From an optimization exercise on the open Yosys and OpenROAD flow, aimed at small area; shortcuts taken in it are not production practice.
Where RTL was checked, it was by simulation tests only, not by an equivalence proof against the original.
The clock input has no modelled driver; a real chip could not lean on it and would need a root buffer or a full tree.
Power and IR drop assume default switching activity.

== the reference run ==
==> flow/design.v <==
`default_nettype none
module adcSGM58600Ctrler
#(
  parameter STATUS = 8'b0000_0100,
  parameter MUX    = 8'b0001_0000,
  parameter ADCON  = 8'b0000_0001,
  parameter DRATE  = 8'b1111_0000
)(
  output reg  [23 : 0]  adc_dout_24b,
  output reg            adc_dout_24b_valid,
  output wire         adc_cs_n,
  output wire         adc_sclk,
  output reg          adc_din,
  input  wire         adc_dout,
  input  wire         adc_drdy_n,
  output wire         adc_sync_n,
  output wire         adc_rst_n,
  input  wire         clk,
  input  wire         rstn
);
reg adc_drdy_n_r1;
always @(posedge clk)
  adc_drdy_n_r1 <= adc_drdy_n;
wire adc_drdy_n_nedge = ~adc_drdy_n &  adc_drdy_n_r1;
wire adc_drdy_n_pedge =  adc_drdy_n & ~adc_drdy_n_r1;
assign adc_cs_n   = 1'b0;
assign adc_sync_n = 1'b1;
assign adc_rst_n  = rstn;
localparam [1:0] IDLE = 2'd1, WRITE_REG = 2'd3, SEND_CMD = 2'd2, READ = 2'd0;
reg [1:0] state;
reg [5:0] cnt;
wire s_wreg = (state == WRITE_REG);
wire s_cmd  = (state == SEND_CMD);
wire s_read = (state == READ);
reg [1:0] ph;
assign adc_sclk = ph[1];
wire adc_sclk_pedge    =  ph[1] &  ph[0];
wire adc_sclk_pedge_r1 =  ph[1] & ~ph[0];
wire wreg_bit = (cnt[5] & cnt[4] & ~cnt[3] & ~cnt[2])
  | (cnt[5] & ~cnt[3] & cnt[2] & ~cnt[1] & ~cnt[0])
  | (~cnt[5] & ~cnt[3] & cnt[2] & cnt[1] & cnt[0])
  | (cnt[4] & cnt[3] & cnt[2] & cnt[1] & ~cnt[0])
  | (~cnt[5] & ~cnt[4] & cnt[2] & ~cnt[1] & ~cnt[0])
  | (~cnt[5] & ~cnt[4] & ~cnt[2] & cnt[1] & ~cnt[0])
  | (~cnt[5] & cnt[4] & cnt[3] & ~cnt[2] & ~cnt[1] & ~cnt[0]);
wire write_reg_finish = (cnt[5] & cnt[4] & cnt[3]);
wire rdatac_cmd_finish = (~cnt[4])
  | (~cnt[5])
  | (~cnt[3]);
wire rdatac_din = (~cnt[4])
  | (~cnt[5])
  | (~cnt[3])
  | (cnt[2] & cnt[1] & cnt[0]);
wire rdatac_wait_finish = (cnt[5] & cnt[4] & ~cnt[3] & cnt[1]);
reg adc_sclk_en;
always @(*) begin
  case (state)
    WRITE_REG: adc_sclk_en = ~write_reg_finish;
    SEND_CMD:  adc_sclk_en = ~adc_drdy_n & ~rdatac_cmd_finish;
    READ:      adc_sclk_en = ~adc_drdy_n;
    default:   adc_sclk_en = 1'b0;
  endcase
end
always @(posedge clk) begin
  ph[0] <= adc_sclk_en & ~ph[1];
  ph[1] <= ph[0] & (adc_sclk_en | ph[1]);
end
wire wreg_done = s_wreg & adc_drdy_n_nedge & write_reg_finish;
wire cnt_inc   = adc_sclk_pedge | (s_cmd & rdatac_cmd_finish);
wire cnt_keep = rstn & (s_wreg | s_cmd);    
wire [5:0] cnt_next = cnt + cnt_inc;
always @(posedge clk)
  cnt <= ({6{cnt_keep}} & cnt_next) | (~{6{cnt_keep}} & 6'd8);
always @(posedge clk) begin
  if (~rstn)
    state <= IDLE;
  else
    case (state)
      IDLE:      if (adc_drdy_n_nedge)   state <= WRITE_REG;
      WRITE_REG: if (wreg_done)          state <= SEND_CMD;
      SEND_CMD:  if (rdatac_wait_finish) state <= READ;
      default: ;
    endcase
end
always @(*) begin
  case (state)
    WRITE_REG: adc_din = wreg_bit;
    SEND_CMD:  adc_din = rdatac_din;    
    default:   adc_din = 1'b0;
  endcase
end
wire tmp_shift = s_read &  adc_sclk_pedge_r1;
wire tmp_hold  = s_read & ~adc_sclk_pedge_r1;    
wire word_done = s_read & adc_drdy_n_pedge;
wire out_load  = rstn &  word_done;
wire out_hold  = rstn & ~word_done;               
reg [23:0] adc_dout_24b_temp;
always @(posedge clk)
  adc_dout_24b_temp <= ({24{tmp_shift}} & {adc_dout_24b_temp[22:0], adc_dout})
                     | ({24{tmp_hold}}  & adc_dout_24b_temp);
always @(posedge clk)
  adc_dout_24b <= ({24{out_load}} & adc_dout_24b_temp)
                | ({24{out_hold}} & adc_dout_24b);
always @(posedge clk)
  adc_dout_24b_valid <= word_done;
endmodule
`resetall
Settings: LEC_CHECK=0, ABC_AREA=1, CAP_MARGIN=0, CORE_MARGIN=2, CORE_UTILIZATION=40, SLEW_MARGIN=0; clock period 10.0 ns.
standard.sh (not shown) runs the stock make flow with config.mk's settings and CLKGATE_MAP_FILE= SYNTH_SCRIPT=/design/flow/synth_recipe.tcl, a recipe that flattens the netlist after the stock synthesis.
==> flow/flow/run.sh <==
#!/bin/bash
# Standard ORFS layout with these changes:
#  - synthesis maps logic with an area-oriented ABC script (synth.tcl, area.abc);
#  - port buffers use the smallest buffer, sky130_fd_sc_hd__buf_1;
#  - CTS is a one-level tree: the clock port drives a few buffers, each
#    driving a group of nearby registers (cts_pre.tcl, clock_buffers.tcl).
set -euo pipefail
here=$(pwd)
export MY_ABC_SCRIPT=$here/flow/area.abc
export MY_CLK_BUF=${MY_CLK_BUF:-sky130_fd_sc_hd__clkbuf_8}
export MY_CLK_GROUPS=${MY_CLK_GROUPS:-4}
bash standard.sh \
  SYNTH_SCRIPT=$here/flow/synth.tcl \
  "BUFFER_PORTS_ARGS=-buffer_cell sky130_fd_sc_hd__buf_1" \
  PRE_CTS_TCL=$here/flow/cts_pre.tcl \
  finish > standard.log 2>&1
Other scripts of this flow, unchanged in this note and not shown: flow/flow/area.abc, flow/flow/clock_buffers.tcl, flow/flow/cts_pre.tcl, flow/flow/synth.tcl
For the trial run, these inputs were changed with respect to the reference run:
diff --git a/flow/design.v b/flow/design.v
--- a/flow/design.v
+++ b/flow/design.v
@@ -25,9 +25,9 @@
 wire adc_drdy_n_pedge =  adc_drdy_n & ~adc_drdy_n_r1;
 assign adc_cs_n   = 1'b0;
 assign adc_sync_n = 1'b1;
 assign adc_rst_n  = rstn;
-localparam [1:0] IDLE = 2'd1, WRITE_REG = 2'd3, SEND_CMD = 2'd2, READ = 2'd0;
+localparam [1:0] IDLE = 2'd0, WRITE_REG = 2'd1, SEND_CMD = 2'd2, READ = 2'd3;
 reg [1:0] state;
 reg [5:0] cnt;
 wire s_wreg = (state == WRITE_REG);
 wire s_cmd  = (state == SEND_CMD);
@@ -35,24 +35,11 @@
 reg [1:0] ph;
 assign adc_sclk = ph[1];
 wire adc_sclk_pedge    =  ph[1] &  ph[0];
 wire adc_sclk_pedge_r1 =  ph[1] & ~ph[0];
-wire wreg_bit = (cnt[5] & cnt[4] & ~cnt[3] & ~cnt[2])
-  | (cnt[5] & ~cnt[3] & cnt[2] & ~cnt[1] & ~cnt[0])
-  | (~cnt[5] & ~cnt[3] & cnt[2] & cnt[1] & cnt[0])
-  | (cnt[4] & cnt[3] & cnt[2] & cnt[1] & ~cnt[0])
-  | (~cnt[5] & ~cnt[4] & cnt[2] & ~cnt[1] & ~cnt[0])
-  | (~cnt[5] & ~cnt[4] & ~cnt[2] & cnt[1] & ~cnt[0])
-  | (~cnt[5] & cnt[4] & cnt[3] & ~cnt[2] & ~cnt[1] & ~cnt[0]);
-wire write_reg_finish = (cnt[5] & cnt[4] & cnt[3]);
-wire rdatac_cmd_finish = (~cnt[4])
-  | (~cnt[5])
-  | (~cnt[3]);
-wire rdatac_din = (~cnt[4])
-  | (~cnt[5])
-  | (~cnt[3])
-  | (cnt[2] & cnt[1] & cnt[0]);
-wire rdatac_wait_finish = (cnt[5] & cnt[4] & ~cnt[3] & cnt[1]);
+wire write_reg_finish   = cnt[5] & cnt[4];                    
+wire rdatac_cmd_finish  = |cnt[5:3];                          
+wire rdatac_wait_finish = cnt[5] & cnt[4] & cnt[3] & cnt[1];  
 reg adc_sclk_en;
 always @(*) begin
   case (state)
     WRITE_REG: adc_sclk_en = ~write_reg_finish;
@@ -65,13 +52,12 @@
   ph[0] <= adc_sclk_en & ~ph[1];
   ph[1] <= ph[0] & (adc_sclk_en | ph[1]);
 end
 wire wreg_done = s_wreg & adc_drdy_n_nedge & write_reg_finish;
+wire cnt_keep  = rstn & ((s_wreg & ~wreg_done) | s_cmd);    
 wire cnt_inc   = adc_sclk_pedge | (s_cmd & rdatac_cmd_finish);
-wire cnt_keep = rstn & (s_wreg | s_cmd);    
-wire [5:0] cnt_next = cnt + cnt_inc;
 always @(posedge clk)
-  cnt <= ({6{cnt_keep}} & cnt_next) | (~{6{cnt_keep}} & 6'd8);
+  cnt <= {6{cnt_keep}} & (cnt + cnt_inc);
 always @(posedge clk) begin
   if (~rstn)
     state <= IDLE;
   else
@@ -81,12 +67,20 @@
       SEND_CMD:  if (rdatac_wait_finish) state <= READ;
       default: ;
     endcase
 end
+localparam [48:0] WREG_FRAME = {1'b0, 4'b0101, 4'h0, 4'h0, 4'h3, STATUS, MUX, ADCON, DRATE};
+reg wreg_bit;
+integer k;
+always @(*) begin
+  wreg_bit = 1'b0;
+  for (k = 0; k <= 48; k = k + 1)
+    if (cnt == k) wreg_bit = WREG_FRAME[48 - k];
+end
 always @(*) begin
   case (state)
     WRITE_REG: adc_din = wreg_bit;
-    SEND_CMD:  adc_din = rdatac_din;    
+    SEND_CMD:  adc_din = (cnt >= 6'd7);  
     default:   adc_din = 1'b0;
   endcase
 end
 wire tmp_shift = s_read &  adc_sclk_pedge_r1;
--- outcome ---
- Of the trial run and the reference run, it is the trial run that has the lower post-detailed-route wirelength per cell.
- The mux cell area share after synthesis of the trial run and that of the reference run are within noise of each other.
- Relative to the reference run, the achievable frequency measured on the trial run has increased slightly.
- Worst slew margin relative to its limit in the trial run is 0.97 points higher than in the reference run
- STATUS area of all placed cells without fillers: the trial run loses against the reference run
- Summary of the trial run over the reference run: global-route wire length before repair climbed 560 um, power consumed by sequential cells climbed about 2%, wire length dropped 0.77%, via count climbed about 4.6%, net count of the mapped netlist climbed 22.
The RTL of the trial run was laid out without a check of its function. In every run of this note, the design's own scripts or RTL, not TritonCTS, make the clock network.

[static timing again, ports no longer ideal]
The results above use ideal ports. As a check the final layouts listed here were re-extracted and re-timed, cells and wires unchanged.
Step 1 (the two cells are an assumption about what drives the block):
set clk [get_ports {clk}]
set_driving_cell -lib_cell sky130_fd_sc_hd__clkbuf_16 $clk
set_driving_cell -lib_cell sky130_fd_sc_hd__buf_2 [delete_from_list [all_inputs] $clk]
Step 2 adds t to the input delays and takes it off the output delays; t is the mean of the earliest and latest rising clock arrival at the registers after step 1. Input paths then give back, and output paths get back, about the clock's delay inside the block.
Slacks: ideal / step 1 / step 2; pairs: ideal / step 1.
run	t (ns)	setup slack, ns	hold slack, ns
the reference run	0.203	5.594 / 5.570 / 5.570	0.466 / 0.466 / 0.466
the trial run	0.202	5.669 / 5.647 / 5.647	0.475 / 0.475 / 0.475
After both steps every run listed still meets setup and hold. The setup slack of the reference run, which loses most, moves by -0.024 ns with the drivers and by -0.024 ns with both steps.
